This is an optimization exercise on Yosys and OpenROAD, whose aim is small area, not a production implementation.
In this exercise RTL edits were held to simulation tests only and were not proved equivalent to the original.
The clock port is modelled as an ideal driver, which makes a skipped or thinned clock tree look cheaper than it is; a real chip needs a root buffer or a tree.
Power figures rest on the tool's default switching activity, not on a simulated workload.

old:
==> flow/design.v <==
module simondicefinal (
  input rst,
  input clk,
  input gen,
  input in1,
  input in2,
  input in3,
  input in4,
  output rgen,
  output led1,
  output led2,
  output led3,
  output led4,
  output win,
  output lose,
  output [3:0] oute
);
  wire r = ~rst;
  wire g = ~gen;
  wire [3:0] b = ~{in4, in3, in2, in1};
  wire any = |b;
  reg [6:0] q;
  reg tk;                
  always @(posedge clk) begin
    if (r) begin
      q <= 7'h7f;
      tk <= 1'b0;
    end else begin
      q <= q + 7'd1;
      tk <= q[1] & ~q[0];
    end
  end
  localparam [3:0] S0 = 4'd0, S1 = 4'd1, S2 = 4'd2, ST = 4'd3, S7 = 4'd4, SH = 4'd5,
                   SP = 4'd6, S13 = 4'd7, S14 = 4'd8, AS = 4'd9, AW = 4'd10, AD = 4'd11,
                   AC = 4'd12, S16 = 4'd13, S28 = 4'd14, S29 = 4'd15;
  reg [3:0] st, ns;
  reg [7:0] c;           
  reg [1:0] k;           
  reg [1:0] c1, c2, c3, c4;    
  reg [3:0] lq;          
  reg [3:0] l;
  wire first = (st == S0);
  wire t16 = c[4];
  wire c161 = c[7] & c[5] & c[0];
  wire [1:0] ck = (k == 2'd0) ? c1 : (k == 2'd1) ? c2 : (k == 2'd2) ? c3 : c4;
  wire [3:0] ohs = 4'b1 << ck;
  wire [3:0] ohk = {ohs[2:0], ohs[3]};     
  wire k3 = (k == 2'd3);
  always @(*) begin
    ns = st;
    case (st)
      S0: ns = S1;
      S1: if (c161) ns = S2; else if (g) ns = ST;
      S2: ns = S1;
      ST: if (t16) ns = k3 ? S7 : S2;
      S7: ns = SH;
      SH: if (t16) ns = k3 ? S13 : SP; else if (any) ns = S14;
      SP: if (t16) ns = SH;
      S13: if (t16) ns = S7;
      S14: ns = (b & ohk) != 4'd0 ? AS : S16;
      AS: if (!any) ns = AW;
      AW: if (any) ns = AD;
      AD: ns = AC;
      AC: ns = (b == ohk) ? (k3 ? S28 : AS) : S16;
      S16: ns = S16;
      S28: ns = S29;
      default: ns = S29;
    endcase
  end
  always @(*) begin
    case (st)
      S0, S1, S2, ST, S7, SP, S13: l = 4'b0;
      SH, AS: l = lq | ohk;
      AW, S28: l = lq | 4'b0001;
      AD: l = (k == 2'd1) ? 4'b0 : lq | 4'b0001;
      AC: l = (k == 2'd1) ? lq | 4'b0001 : (k == 2'd2) ? 4'b0 : lq | ohk;
      S29: l = 4'b1111;
      default: l = lq;
    endcase
  end
  wire cnt = (st == S1) | (st == ST) | (st == SH) | (st == SP) | (st == S13);
  wire cclr = (st == S1) ? (c161 | g) : (t16 | ~cnt);
  always @(posedge clk) begin
    if (r)
      st <= S0;
    else if (tk)
      st <= ns;
  end
  always @(posedge clk) begin
    lq <= l;
    c <= (tk & cclr) ? 8'd0 : c + {7'd0, tk};
    if (tk) begin
      if (first)
        k <= 2'd0;
      else if (((st == ST || st == SH) && t16) || (st == AS && !any))
        k <= k + 2'd1;
      else if (st == SH && any)
        k <= 2'd0;
      if (st == S1) begin
        case (k)
          2'd0: c1 <= c[1:0];
          2'd1: c2 <= c[1:0];
          2'd2: c3 <= c[1:0];
          default: c4 <= c[1:0];
        endcase
      end
    end
  end
  assign rgen = (st == S1) | (st == ST) | (st == S13);
  assign {led4, led3, led2, led1} = l;
  assign win = (st == S29);
  assign lose = (st == S16);
  reg [1:0] m3, m3h;
  wire w3 = m3[1];
  wire w9 = m3[1] & m3h[1];
  always @(posedge clk) begin
    if (r) begin
      m3 <= 2'd0;
      m3h <= 2'd0;
    end else if (tk) begin
      m3 <= w3 ? 2'd0 : m3 + 2'd1;
      if (w3)
        m3h <= m3h[1] ? 2'd0 : m3h + 2'd1;
    end
  end
  wire w4 = q[3] & q[2];
  wire w32 = &q[6:2];
  wire [1:0] p = q[1:0];
  reg [8:0] a0, a1, a2, a3;
  reg f431, f443, f181, f179;
  wire wa = (p == 2'd0) ? f431 : (p == 2'd1) ? f443 : (p == 2'd2) ? f181 : f179;
  wire [8:0] na = first ? 9'd1 : wa ? 9'd0 : {a0[7:0], ~(a0[4] ^ a0[8])};
  always @(posedge clk) begin
    a0 <= a1;
    a1 <= a2;
    a2 <= a3;
    a3 <= na;
  end
  reg [5:0] b0, b1, b2, b3;
  reg f47, f37, f25, f11;
  wire wb = (p == 2'd0) ? f47 : (p == 2'd1) ? f37 : (p == 2'd2) ? f25 : f11;
  wire [5:0] nb = first ? 6'd1 : wb ? 6'd0 : {b0[4:0], ~(b0[4] ^ b0[5])};
  always @(posedge clk) begin
    b0 <= b1;
    b1 <= b2;
    b2 <= b3;
    b3 <= nb;
  end
  always @(posedge clk) begin
    if (r | (tk & first)) begin
      f431 <= 1'b0; f443 <= 1'b0; f181 <= 1'b0; f179 <= 1'b0;
      f47 <= 1'b0; f37 <= 1'b0; f25 <= 1'b0; f11 <= 1'b0;
    end else if (tk) begin
      f431 <= a1[8] & ~a1[7] & ~a1[6] & ~a1[5] & a1[4] & a1[2] & a1[1] & ~a1[0];
      f443 <= ~a2[8] & ~a2[7] & ~a2[6] & a2[5] & ~a2[4] & a2[3] & ~a2[2] & ~a2[1] & ~a2[0];
      f181 <= a3[8] & ~a3[7] & a3[6] & ~a3[4] & ~a3[1];
      f179 <= ~na[8] & na[6] & ~na[5] & na[4] & ~na[2];
      f47 <= ~b1[5] & b1[4] & ~b1[3] & ~b1[1];
      f37 <= ~b2[4] & b2[3] & ~b2[1] & b2[0];
      f25 <= b3[5] & ~b3[3] & ~b3[0];
      f11 <= nb[5] & ~nb[4];
    end
  end
  wire e_do  = w3 & f11 & f181;
  wire e_re  = w4 & f25 & f47;
  wire e_mi  = f11 & f431;
  wire e_fa  = f25 & f179;
  wire e_sol = w9 & f443;
  wire e_la  = w32 & w3 & f37;
  wire eni = any | win | lose;
  wire co = b[0] ? e_do : b[1] ? e_re : b[2] ? e_mi : b[3] ? e_fa :
            win ? e_sol : lose ? e_la : 1'b0;
  reg coq;
  reg [4:0] ni;
  wire step = co & ~coq & eni;
  reg nf;
  always @(*) begin
    case (ni)
      5'd0, 5'd1, 5'd2, 5'd3, 5'd4, 5'd5, 5'd6, 5'd7, 5'd8, 5'd9, 5'd11, 5'd13, 5'd15, 5'd26, 5'd28, 5'd30: nf = 1'b1;
      default: nf = 1'b0;
    endcase
  end
  reg [3:0] d;
  always @(*) begin
    case (ni)
      5'd3: d = 4'h8;
      5'd7: d = 4'h9;
      5'd15: d = 4'ha;
      5'd31: d = 4'hc;
      5'd30: d = 4'hd;
      5'd29: d = 4'he;
      5'd26: d = 4'hf;
      5'd21: d = 4'hf;
      5'd10: d = 4'hf;
      5'd20: d = 4'hf;
      5'd8: d = 4'he;
      5'd17: d = 4'hd;
      5'd2: d = 4'hc;
      5'd5: d = 4'hb;
      5'd11: d = 4'ha;
      5'd23: d = 4'h8;
      5'd14: d = 4'h7;
      5'd28: d = 4'h5;
      5'd25: d = 4'h4;
      5'd18: d = 4'h3;
      5'd4: d = 4'h2;
      5'd9: d = 4'h1;
      5'd19: d = 4'h0;
      5'd6: d = 4'h0;
      5'd13: d = 4'h0;
      5'd27: d = 4'h0;
      5'd22: d = 4'h1;
      5'd12: d = 4'h2;
      5'd24: d = 4'h3;
      5'd16: d = 4'h5;
      5'd0: d = 4'h6;
      5'd1: d = 4'h8;
      default: d = 4'h0;
    endcase
  end
  always @(posedge clk) begin
    if (r) begin
      coq <= 1'b0;
      ni <= 5'd3;
    end else begin
      coq <= co;
      if (step)
        ni <= {ni[3:0], nf};
    end
  end
  assign oute = d;
endmodule
clock: 10.0 ns
lec_check: 0
abc_area: 1
cap_margin: 20
core_margin: 2
core_utilization: 80
slew_margin: 20
standard.sh (not shown) runs the stock make flow with config.mk's settings and CLKGATE_MAP_FILE= SYNTH_SCRIPT=/design/flow/synth_recipe.tcl, a recipe that flattens the netlist after the stock synthesis.
==> flow/flow/run.sh <==
#!/bin/bash
# Layout flow: the standard flow (standard.sh) for synthesis, floorplan,
# placement, routing and finishing; only the clock tree step is replaced by
# clock_tree.tcl, which has the clock port drive four clock buffers, one per
# quadrant of the placed flip-flops, instead of TritonCTS's H-tree with its
# dummy loads. Each tool's output goes to a log file of its own here.
set -euo pipefail
cd "$(dirname "$0")/.."
bash standard.sh synth floorplan place > standard_place.log 2>&1
openroad -no_init -exit flow/clock_tree.tcl > clock_tree.log 2>&1
bash standard.sh finish > standard_finish.log 2>&1
==> flow/flow/clock_tree.tcl <==
# Clock tree for the placed design: the clock port drives NB buffers, each
# buffer drives the flip-flops of one quadrant (flip-flops split in two by x,
# then each half in two by y). Writes the cts results the standard flow's make expects.
set P $::env(FLOW_HOME)/platforms/$::env(FLOW_PLATFORM)
set R orfs/results/$::env(FLOW_PLATFORM)/simondicefinal/base
read_lef $P/lef/sky130_fd_sc_hd.tlef
read_lef $P/lef/sky130_fd_sc_hd_merged.lef
read_liberty $P/lib/sky130_fd_sc_hd__tt_025C_1v80.lib
read_db $R/3_place.odb
read_sdc $R/3_place.sdc
source $P/setRC.tcl

set block [ord::get_db_block]
set clk [$block findNet clk]
set master [[ord::get_db] findMaster sky130_fd_sc_hd__clkbuf_16]

set sinks {}
foreach it [$clk getITerms] {
  set loc [[$it getInst] getLocation]
  lappend sinks [list [lindex $loc 0] [lindex $loc 1] $it]
}
proc halves {l idx} {
  set l [lsort -integer -index $idx $l]
  set h [expr {[llength $l] / 2}]
  return [list [lrange $l 0 [expr {$h - 1}]] [lrange $l $h end]]
}
set groups {}
foreach half [halves $sinks 0] {
  foreach q [halves $half 1] { lappend groups $q }
}
set i 0
foreach grp $groups {
  set b [odb::dbInst_create $block $master "clkbuf_q$i"]
  set net [odb::dbNet_create $block "clknet_q$i"]
  $net setSigType CLOCK
  [$b findITerm A] connect $clk
  [$b findITerm X] connect $net
  set sx 0
  set sy 0
  foreach s $grp {
    set it [lindex $s 2]
    $it disconnect
    $it connect $net
    set sx [expr {$sx + [lindex $s 0]}]
    set sy [expr {$sy + [lindex $s 1]}]
  }
  set k [llength $grp]
  $b setLocation [expr {$sx / $k}] [expr {$sy / $k}]
  $b setPlacementStatus PLACED
  incr i
}

set_propagated_clock [all_clocks]
detailed_placement
estimate_parasitics -placement
report_clock_skew
puts "worst setup slack [worst_slack -max] hold slack [worst_slack -min]"
check_placement -verbose
write_db $R/4_1_cts.odb
write_sdc -no_timestamp $R/4_cts.sdc
Modified inputs, new compared to old
diff --git a/flow/design.v b/flow/design.v
--- a/flow/design.v
+++ b/flow/design.v
@@ -130,5 +130,5 @@
   reg f431, f443, f181, f179;
   wire wa = (p == 2'd0) ? f431 : (p == 2'd1) ? f443 : (p == 2'd2) ? f181 : f179;
-  wire [8:0] na = first ? 9'd1 : wa ? 9'd0 : {a0[7:0], ~(a0[4] ^ a0[8])};
+  wire [8:0] na = first ? 9'd1 : wa ? 9'd0 : a0 + 9'd1;
   always @(posedge clk) begin
     a0 <= a1;
@@ -140,5 +140,5 @@
   reg f47, f37, f25, f11;
   wire wb = (p == 2'd0) ? f47 : (p == 2'd1) ? f37 : (p == 2'd2) ? f25 : f11;
-  wire [5:0] nb = first ? 6'd1 : wb ? 6'd0 : {b0[4:0], ~(b0[4] ^ b0[5])};
+  wire [5:0] nb = first ? 6'd1 : wb ? 6'd0 : b0 + 6'd1;
   always @(posedge clk) begin
     b0 <= b1;
@@ -152,12 +152,12 @@
       f47 <= 1'b0; f37 <= 1'b0; f25 <= 1'b0; f11 <= 1'b0;
     end else if (tk) begin
-      f431 <= a1[8] & ~a1[7] & ~a1[6] & ~a1[5] & a1[4] & a1[2] & a1[1] & ~a1[0];
-      f443 <= ~a2[8] & ~a2[7] & ~a2[6] & a2[5] & ~a2[4] & a2[3] & ~a2[2] & ~a2[1] & ~a2[0];
-      f181 <= a3[8] & ~a3[7] & a3[6] & ~a3[4] & ~a3[1];
-      f179 <= ~na[8] & na[6] & ~na[5] & na[4] & ~na[2];
-      f47 <= ~b1[5] & b1[4] & ~b1[3] & ~b1[1];
-      f37 <= ~b2[4] & b2[3] & ~b2[1] & b2[0];
-      f25 <= b3[5] & ~b3[3] & ~b3[0];
-      f11 <= nb[5] & ~nb[4];
+      f431 <= a1[8] & a1[7] & a1[5] & a1[3] & a1[2] & a1[1];    
+      f443 <= a2[8] & a2[7] & a2[5] & a2[4] & a2[3] & a2[1];    
+      f181 <= a3[7] & a3[5] & a3[4] & a3[2];                    
+      f179 <= na[7] & na[5] & na[4] & na[1];                    
+      f47 <= b1[5] & b1[3] & b1[2] & b1[1];                     
+      f37 <= b2[5] & b2[2];                                     
+      f25 <= b3[4] & b3[3];                                     
+      f11 <= nb[3] & nb[1];                                     
     end
   end
==> run summary <==
The leakage component of the power on old is in line with that on new. Cell-internal power delta (new − old): favourable. Compared with old, in new die area shows an increase of 27 sq um; netlist area before placement shows an increase of about 0.45%. The worst setup slack of new exceeds that of old by 0.30 ns.
No run of this note takes its clock network from TritonCTS; it comes from the design's own scripts or RTL.

static timing again, ports no longer ideal:
No port has a modelled driver above. Below, the same layouts with a new extraction and two added sets of constraints. Step 1, drivers: a clkbuf_16 drives clk and a buf_2 each remaining input, both assumed. Step 2 also shifts input and output timing later by t, the mid clock arrival at the registers, as if the neighbouring blocks saw the same clock. Three values: ideal ports, drivers, drivers and shift; two values: the first two.
run	shift t [ns]	setup slack, ns	hold WS [ns]	worst register clock-pin slew, ns	cell pins on the clock port's net
old	0.237	5.012 / 4.936 / 5.173	0.323 / 0.323 / 0.323	0.11 / 0.11	4
new	0.240	5.317 / 5.238 / 5.479	0.320 / 0.320 / 0.320	0.11 / 0.11	4
After both steps every run listed still meets setup and hold.
